From an optimization exercise on the open Yosys and OpenROAD flow, aimed at small area, a short achievable clock period and few clock cycles per item; shortcuts taken in it are not production practice.

==> 12-23: inputs <==
Design MedianFilter, start of the top module:
module MedianFilter(
    input reset,
    input enable,
    input CLK,
    input Nxt_block_sig,
    input [7:0]height,
    input [7:0]width,
    input [8:0]data,
    output [8:0]data_out,
    output [15:0]index,
    output [7:0]addr_x0,
    output [7:0]addr_y0,
    output [7:0]gdata,
    output Gvector_sig,
    output reg swmv
    );
==> flow/config.mk <==
export PLATFORM = sky130hd
export DESIGN_NAME = MedianFilter
export DESIGN_NICKNAME = MedianFilter
export VERILOG_FILES = /design/flow/design.v
export SDC_FILE = /design/flow/constraint.sdc
export NUM_CORES = 4
export LEC_CHECK = 0
export CAP_MARGIN = 20
export CORE_MARGIN = 2
export CORE_UTILIZATION = 40
export PLACE_DENSITY = 0.6
export SLEW_MARGIN = 20
==> flow/constraint.sdc <==
create_clock -name core_clock -period 11.0 [get_ports {CLK}]
set_input_delay 2.2000 -clock core_clock [delete_from_list [all_inputs] [get_ports {CLK}]]
set_output_delay 2.2000 -clock core_clock [all_outputs]
set_load 0.01 [all_outputs]
standard.sh (not shown) runs the stock make flow with config.mk's settings and CLKGATE_MAP_FILE= SYNTH_SCRIPT=/design/flow/synth_recipe.tcl, a recipe that flattens the netlist after the stock synthesis.
==> flow/flow/run.sh <==
#!/bin/bash
set -euo pipefail
bash standard.sh "BUFFER_PORTS_ARGS=-buffer_cell sky130_fd_sc_hd__buf_4" SETUP_SLACK_MARGIN=0 finish > standard_flow.log 2>&1
==> 09-06 (differences from 12-23) <==
==> flow/design.v (replaced) <==
`timescale 1ns / 1ps
module MedianFilter(
    input reset,
    input enable,
    input CLK,
    input Nxt_block_sig,
    input [7:0]height,
    input [7:0]width,
    input [8:0]data,
    output [8:0]data_out,
    output [15:0]index,
    output [7:0]addr_x0,
    output [7:0]addr_y0,
    output [7:0]gdata,
    output Gvector_sig,
    output reg swmv
    );
localparam IDLE = 2'd0, PEND = 2'd1, NUL = 2'd2, PRES = 2'd3;
localparam MA = 3'd0, MB = 3'd1, MC = 3'd2, MP = 3'd3, MX = 3'd4;
localparam SU = 4'd0, SD = 4'd1, SUL = 4'd2, SUR = 4'd3, SDL = 4'd4,
           SDR = 4'd5, SXR = 4'd6, SPF1 = 4'd7, SPF2 = 4'd8, SFIN = 4'd9;
reg [1:0]  st;
reg        Gv;
reg [2:0]  md;
reg [1:0]  pc;          
reg [3:0]  nsq;         
reg [7:0]  ox, oy;      
reg        xf, xl, yf, yl;    
reg [15:0] na;          
reg [15:0] ix;
reg [7:0]  gd;
reg [8:0]  dreg;
reg        dv;          
reg        t1, td;      
reg        eu;          
reg        needx;       
reg [7:0]  s0, s1, s2, s3;
reg [3:0]  m;
reg [7:0]  wr, wm1, hm1;    
reg [7:0]  blo;        
reg        bneg, bcin;  
reg        xla, yla, w1;    
assign index       = ix;
assign addr_x0     = ox;
assign addr_y0     = oy;
assign gdata       = gd;
assign data_out    = {1'b0, gd};
assign Gvector_sig = Gv;
function [8:0] add8;
  input [7:0] a, b;
  input       c;
  reg [7:0] g, p, gg, pp, g2, p2;
  reg [8:0] cc;
  integer i;
  begin
    g = a & b; p = a ^ b;
    gg = g; pp = p;
    for (i = 1; i < 8; i = i + 1) begin g2[i] = gg[i] | (pp[i] & gg[i-1]); p2[i] = pp[i] & pp[i-1]; end
    g2[0] = gg[0]; p2[0] = pp[0]; gg = g2; pp = p2;
    for (i = 2; i < 8; i = i + 1) begin g2[i] = gg[i] | (pp[i] & gg[i-2]); p2[i] = pp[i] & pp[i-2]; end
    gg = g2; pp = p2;
    for (i = 4; i < 8; i = i + 1) begin g2[i] = gg[i] | (pp[i] & gg[i-4]); p2[i] = pp[i] & pp[i-4]; end
    gg = g2; pp = p2;
    cc[0] = c;
    for (i = 0; i < 8; i = i + 1) cc[i+1] = gg[i] | (pp[i] & c);
    add8 = {cc[8], p ^ cc[7:0]};
  end
endfunction
function [7:0] inc8;
  input [7:0] a;
  integer i;
  reg [7:0] c;
  begin
    c[0] = 1'b1;
    for (i = 1; i < 8; i = i + 1) c[i] = &(a | ~((8'd1 << i) - 8'd1));
    inc8 = a ^ c;
  end
endfunction
function [7:0] dec8;
  input [7:0] a;
  integer i;
  reg [7:0] c;
  begin
    c[0] = 1'b1;
    for (i = 1; i < 8; i = i + 1) c[i] = ~|(a & ((8'd1 << i) - 8'd1));
    dec8 = a ^ c;
  end
endfunction
wire [7:0] oxi = inc8(ox);
wire [7:0] oyi = inc8(oy);
wire xl_a = xl ? w1 : xla;
wire yf_a = xl ? 1'b0 : yf;
wire yl_a = xl ? yla : yl;
wire pres  = Gv;    
wire isnul = (st == NUL);
wire hxf = pres ? xl   : xf;
wire hxl = pres ? xl_a : xl;
wire hyf = pres ? yf_a : yf;
wire hyl = pres ? yl_a : yl;
wire hnx = pres & (md == MC);
function [3:0] next_slot;
  input [3:0] s;
  input fxf, fxl, fyf, fyl, fnx;
  reg [6:0] v;
  begin
    v[SU]  = ~fyf;
    v[SD]  = ~fyl;
    v[SUL] = ~fyf & ~fxf;
    v[SUR] = ~fyf & ~fxl;
    v[SDL] = ~fyl & ~fxf;
    v[SDR] = ~fyl & ~fxl;
    v[SXR] = fnx & ~fxl;
    if      (s == SPF1) next_slot = SPF2;
    else if (s == SPF2) next_slot = SFIN;
    else if (s < SD  && v[SD])  next_slot = SD;
    else if (s < SUL && v[SUL]) next_slot = SUL;
    else if (s < SUR && v[SUR]) next_slot = SUR;
    else if (s < SDL && v[SDL]) next_slot = SDL;
    else if (s < SDR && v[SDR]) next_slot = SDR;
    else if (s < SXR && v[SXR]) next_slot = SXR;
    else next_slot = SPF1;
  end
endfunction
localparam [4:0] OP_U = 5'b11001, OP_D = 5'b01000, OP_UP = 5'b11101;
function [4:0] slot_op;
  input [3:0] s;
  case (s)
    SU:   slot_op = OP_U;        
    SD:   slot_op = OP_D;        
    SUL:  slot_op = 5'b11000;    
    SUR:  slot_op = 5'b11101;    
    SDL:  slot_op = 5'b01100;    
    SDR:  slot_op = 5'b01001;    
    SPF2: slot_op = 5'b00011;    
    SFIN: slot_op = 5'b00000;    
    default: slot_op = 5'b00001;  
  endcase
endfunction
wire [3:0] nsq_e = next_slot(eu ? SD : SU, hxf, hxl, hyf, hyl, hnx);
wire [3:0] nsq_n = next_slot(nsq, xf, xl, yf, yl, needx);
wire [7:0] nhi  = na[15:8];
wire [7:0] nhii = inc8(nhi);
wire [7:0] nhid = dec8(nhi);
wire [8:0]  mlo   = add8(na[7:0], blo, bcin);
wire [7:0]  mhi   = bneg ? (mlo[8] ? nhi : nhid) : (mlo[8] ? nhii : nhi);
wire [15:0] amain = {mhi, mlo[7:0]};
reg [1:0] sk;
always @(*) begin
  if (st == PEND) sk = (pc == 2'd0) ? 2'd1 : (pc == 2'd1) ? 2'd2 : 2'd3;
  else if (md == MA) sk = 2'd3;
  else if (md == MX) sk = 2'd0;
  else sk = 2'd2;
end
wire [8:0]  slo  = add8(na[7:0], {6'd0, sk}, 1'b0);
wire [15:0] astr = {slo[8] ? nhii : nhi, slo[7:0]};
wire [7:0]  ilo = inc8(na[7:0]);
wire [15:0] nai = {(&na[7:0]) ? nhii : nhi, ilo};
reg  [3:0] zh;    
always @(*)
  case ({hyf, hyl})
    2'b11:   zh = 4'd6 + {3'd0, hxf} + {3'd0, hxl};
    2'b10,
    2'b01:   zh = 4'd3 + {2'd0, hxf, 1'b0} + {2'd0, hxl, 1'b0} - {3'd0, hxf & hxl};
    default: zh = {2'd0, hxf, hxf} + {2'd0, hxl, hxl} - {3'd0, hxf & hxl};
  endcase
wire hp = ~hxf;   
wire [7:0] iv  = dreg[7:0];
wire       ivp = dv & ~dreg[8];
wire lt0 = ivp & (iv < s0);
wire lt1 = ivp & (iv < s1);
wire lt2 = ivp & (iv < s2);
wire lt3 = ivp & (iv < s3);
wire [7:0] n0 = lt0 ? iv : s0;
wire [7:0] n1 = lt1 ? (lt0 ? s0 : iv) : s1;
wire [7:0] n2 = lt2 ? (lt1 ? s1 : iv) : s2;
wire [7:0] n3 = lt3 ? (lt2 ? s2 : iv) : s3;
wire [3:0] nm = m + {3'd0, ivp};
wire [3:0] mm1 = m - 4'd1;
wire [1:0] jj  = ivp ? m[2:1] : mm1[2:1];
wire       mz  = ~ivp & (m == 4'd0);
reg  [7:0] med;
always @(*) begin
  if (mz) med = 8'd0;
  else
    case (jj)
      2'd0: med = n0;
      2'd1: med = n1;
      2'd2: med = n2;
      default: med = n3;
    endcase
end
wire fin  = isnul && (nsq == SFIN);
wire last = xl & yl;
wire ack  = Nxt_block_sig;
wire mav  = (md == MA) | (md == MP);           
wire ent_p = (st == PEND) && (pc == 2'd2) && dreg[8];
wire ent_r = pres && !last && (mav || md == MC) && dreg[8];
wire ent   = ent_p | (ent_r & ack);
wire erl_r = pres && !last && ((mav && !dreg[8]) || md == MB) && data[8];
wire erl   = ((st == PEND) && (pc == 2'd1) && data[8]) | (erl_r & ack);
wire upl_x = ((st == PEND) && (pc == 2'd2) && !dreg[8]) | fin |
             (pres && ack && !last && md == MA && !dreg[8]);
wire [3:0] nsq_x = ent ? nsq_e : nsq_n;
wire [4:0] bf_x  = (ent | (isnul & ~fin)) ? slot_op(nsq_x) :
                   erl ? OP_D : (upl_x & ~data[8]) ? OP_UP : OP_U;
always @(posedge CLK or posedge reset) begin
  if (reset) begin
    st <= IDLE; Gv <= 1'b0; swmv <= 1'b0;
  end else begin
    case (st)
      IDLE: begin
        Gv <= 1'b0; swmv <= 1'b0;
        if (enable) st <= PEND;
      end
      PEND:
        if (pc == 2'd2) begin
          if (!dreg[8]) begin st <= PRES; Gv <= 1'b1; end
          else st <= NUL;
        end
      NUL:
        if (fin) begin st <= PRES; Gv <= 1'b1; swmv <= 1'b1; end
      PRES: begin
        swmv <= 1'b0;
        if (ack) begin
          if (last) begin st <= IDLE; Gv <= 1'b0; end
          else if (md == MB || md == MX) begin st <= PEND; Gv <= 1'b0; end
          else if (dreg[8]) begin st <= NUL; Gv <= 1'b0; end
        end
      end
    endcase
  end
end
always @(posedge CLK) begin
  bneg <= bf_x[4];
  blo  <= bf_x[3] ? ((bf_x[2] ? wm1 : wr) ^ {8{bf_x[4]}}) : {7'd0, bf_x[1]};
  bcin <= bf_x[0];
  dreg <= data;
  if (ent) dv <= ~hxl & ~hnx;
  else     dv <= td;
  if (ent & eu) td <= ~hyf;
  else          td <= t1;
  t1 <= 1'b0;
  eu <= 1'b0;
  if (isnul) begin
    s0 <= n0; s1 <= n1; s2 <= n2; s3 <= n3; m <= nm;
  end else begin
    s0 <= (zh > 4'd0) ? 8'h00 : (hp && zh == 4'd0) ? gd : 8'hFF;
    s1 <= (zh > 4'd1) ? 8'h00 : (hp && zh == 4'd1) ? gd : 8'hFF;
    s2 <= (zh > 4'd2) ? 8'h00 : (hp && zh == 4'd2) ? gd : 8'hFF;
    s3 <= (zh > 4'd3) ? 8'h00 : (hp && zh == 4'd3) ? gd : 8'hFF;
    m  <= zh + {3'd0, hp};
  end
  case (st)
    IDLE: begin
      ox <= 8'd1; oy <= 8'd1; na <= 16'd0;
      xf <= 1'b1; yf <= 1'b1;
      xl <= (width == 8'd1); yl <= (height == 8'd1);
      w1 <= (width == 8'd1); xla <= (width == 8'd2); yla <= (height == 8'd2);
      wr <= width; wm1 <= width - 8'd1; hm1 <= height - 8'd1;
      if (enable && !reset) begin
        pc <= 2'd1; ix <= 16'd1;
      end else
        ix <= 16'd0;
    end
    PEND: begin
      ix <= (erl || ent) ? amain : astr;
      if (erl) begin eu <= 1'b1; t1 <= 1'b1; end
      case (pc)
        2'd0: pc <= 2'd1;
        2'd1: pc <= 2'd2;
        default:
          if (!dreg[8]) begin
            md <= MA; gd <= dreg[7:0];
            na <= nai;
          end else begin
            needx <= 1'b0;
            nsq <= nsq_e;
            t1 <= eu ? ~hyl : ~hyf;
          end
      endcase
    end
    NUL: begin
      ix <= amain;
      nsq <= nsq_n;
      t1 <= (nsq < SPF1);
      if (fin) begin
        md <= MP; gd <= med; na <= nai;
      end
    end
    PRES: begin
      if (ack) begin
        if (last) begin
          ix <= 16'd0;
        end else begin
          ox <= xl ? 8'd1 : oxi;
          if (xl) oy <= oyi;
          xla <= xl ? (wm1 == 8'd1) : (oxi == wm1);
          if (xl) yla <= (oyi == hm1);
          xf <= xl; xl <= xl_a; yf <= yf_a; yl <= yl_a;
          ix <= (erl_r || ent_r) ? amain : astr;
          if (erl_r) begin eu <= 1'b1; t1 <= 1'b1; end
          case (md)
            MB: pc <= 2'd2;
            MX: pc <= 2'd0;
            default:    
              if (!dreg[8]) begin
                gd <= dreg[7:0]; na <= nai;
                md <= (md == MA) ? MA : (md == MC) ? MB : MC;
              end else begin
                needx <= hnx;
                nsq <= nsq_e;
                t1 <= eu ? ~hyl : ~hyf;
              end
          endcase
        end
      end else begin
        md <= MX; ix <= na;
      end
    end
  endcase
end
endmodule
==> flow/flow/run.sh (replaced) <==
#!/bin/bash
set -euo pipefail
bash standard.sh "BUFFER_PORTS_ARGS=-buffer_cell sky130_fd_sc_hd__buf_4" SETUP_SLACK_MARGIN=7.4 finish > standard_flow.log 2>&1
==> impl_metrics.tcl <==
set metrics [dict create \
    status "timing/DRC/antenna clean" \
    p_comb_frac 0.562 \
    rr_endpoint "blo[0]$_DFF_P_" \
    setup.worst_path.start "Nxt_block_sig" \
    hold_depth 1 \
    gp_congestion 0.869 \
    grt_pass1_vias 8595 \
    holdWs_ns 0.436 \
    crit_chain "buf_12 -> a41oi_4 -> nor2_4 -> mux2_4 -> ha_4 -> o2111a_1 -> nor4_4 -> buf_4 -> o21a_1 -> nor3_1 -> nand3b_1" \
    nets 1334 \
]
[end of results for 09-06]
==> impl_metrics.tcl <==
set metrics [dict create \
    end_kind "register" \
    rr_endpoint "s2[2]$_DFF_P_" \
    gp_congestion 0.841 \
    holdWs_ns 0.336 \
    syn_area_um2 9970 \
    io_buffers 78 \
    setup.worst_path.start "st[0]$_DFFE_PP0P_" \
    grt_pass1_vias 7916 \
    p_comb_frac 0.544 \
    nets 1262 \
    status "timing/DRC/antenna clean" \
]
[end of results for 12-23]
Function was not checked in any run of this note: the RTL went through the layout flow alone.

## re-timing with driven ports
No port has a modelled driver above. Below, the same layouts with a new extraction and two added sets of constraints. Step 1: set_driving_cell puts a clkbuf_16 on CLK and a buf_2 on each other input, an assumption about the parent block. Step 2 adds t to the input delays and takes it off the output delays; t is the mean of the earliest and latest rising clock arrival at the registers after step 1. Input paths then give back, and output paths get back, about the clock's delay inside the block. Three values: ideal ports, drivers, drivers and shift; two values: the first two.
run | shift t [ns] | slack for setup (ns) | clock arrival spread, ns | cell pins on the clock port's net
12-23 | 0.471 | 6.449 / 6.449 / 6.449 | 0.015 / 0.015 | 1
09-06 | 0.473 | 7.193 / 7.149 / 6.676 | 0.012 / 0.012 | 1
After both steps setup and hold are still met in every run listed. The setup slack of 09-06, which loses most, moves by -0.044 ns with the drivers and by -0.517 ns with both steps.
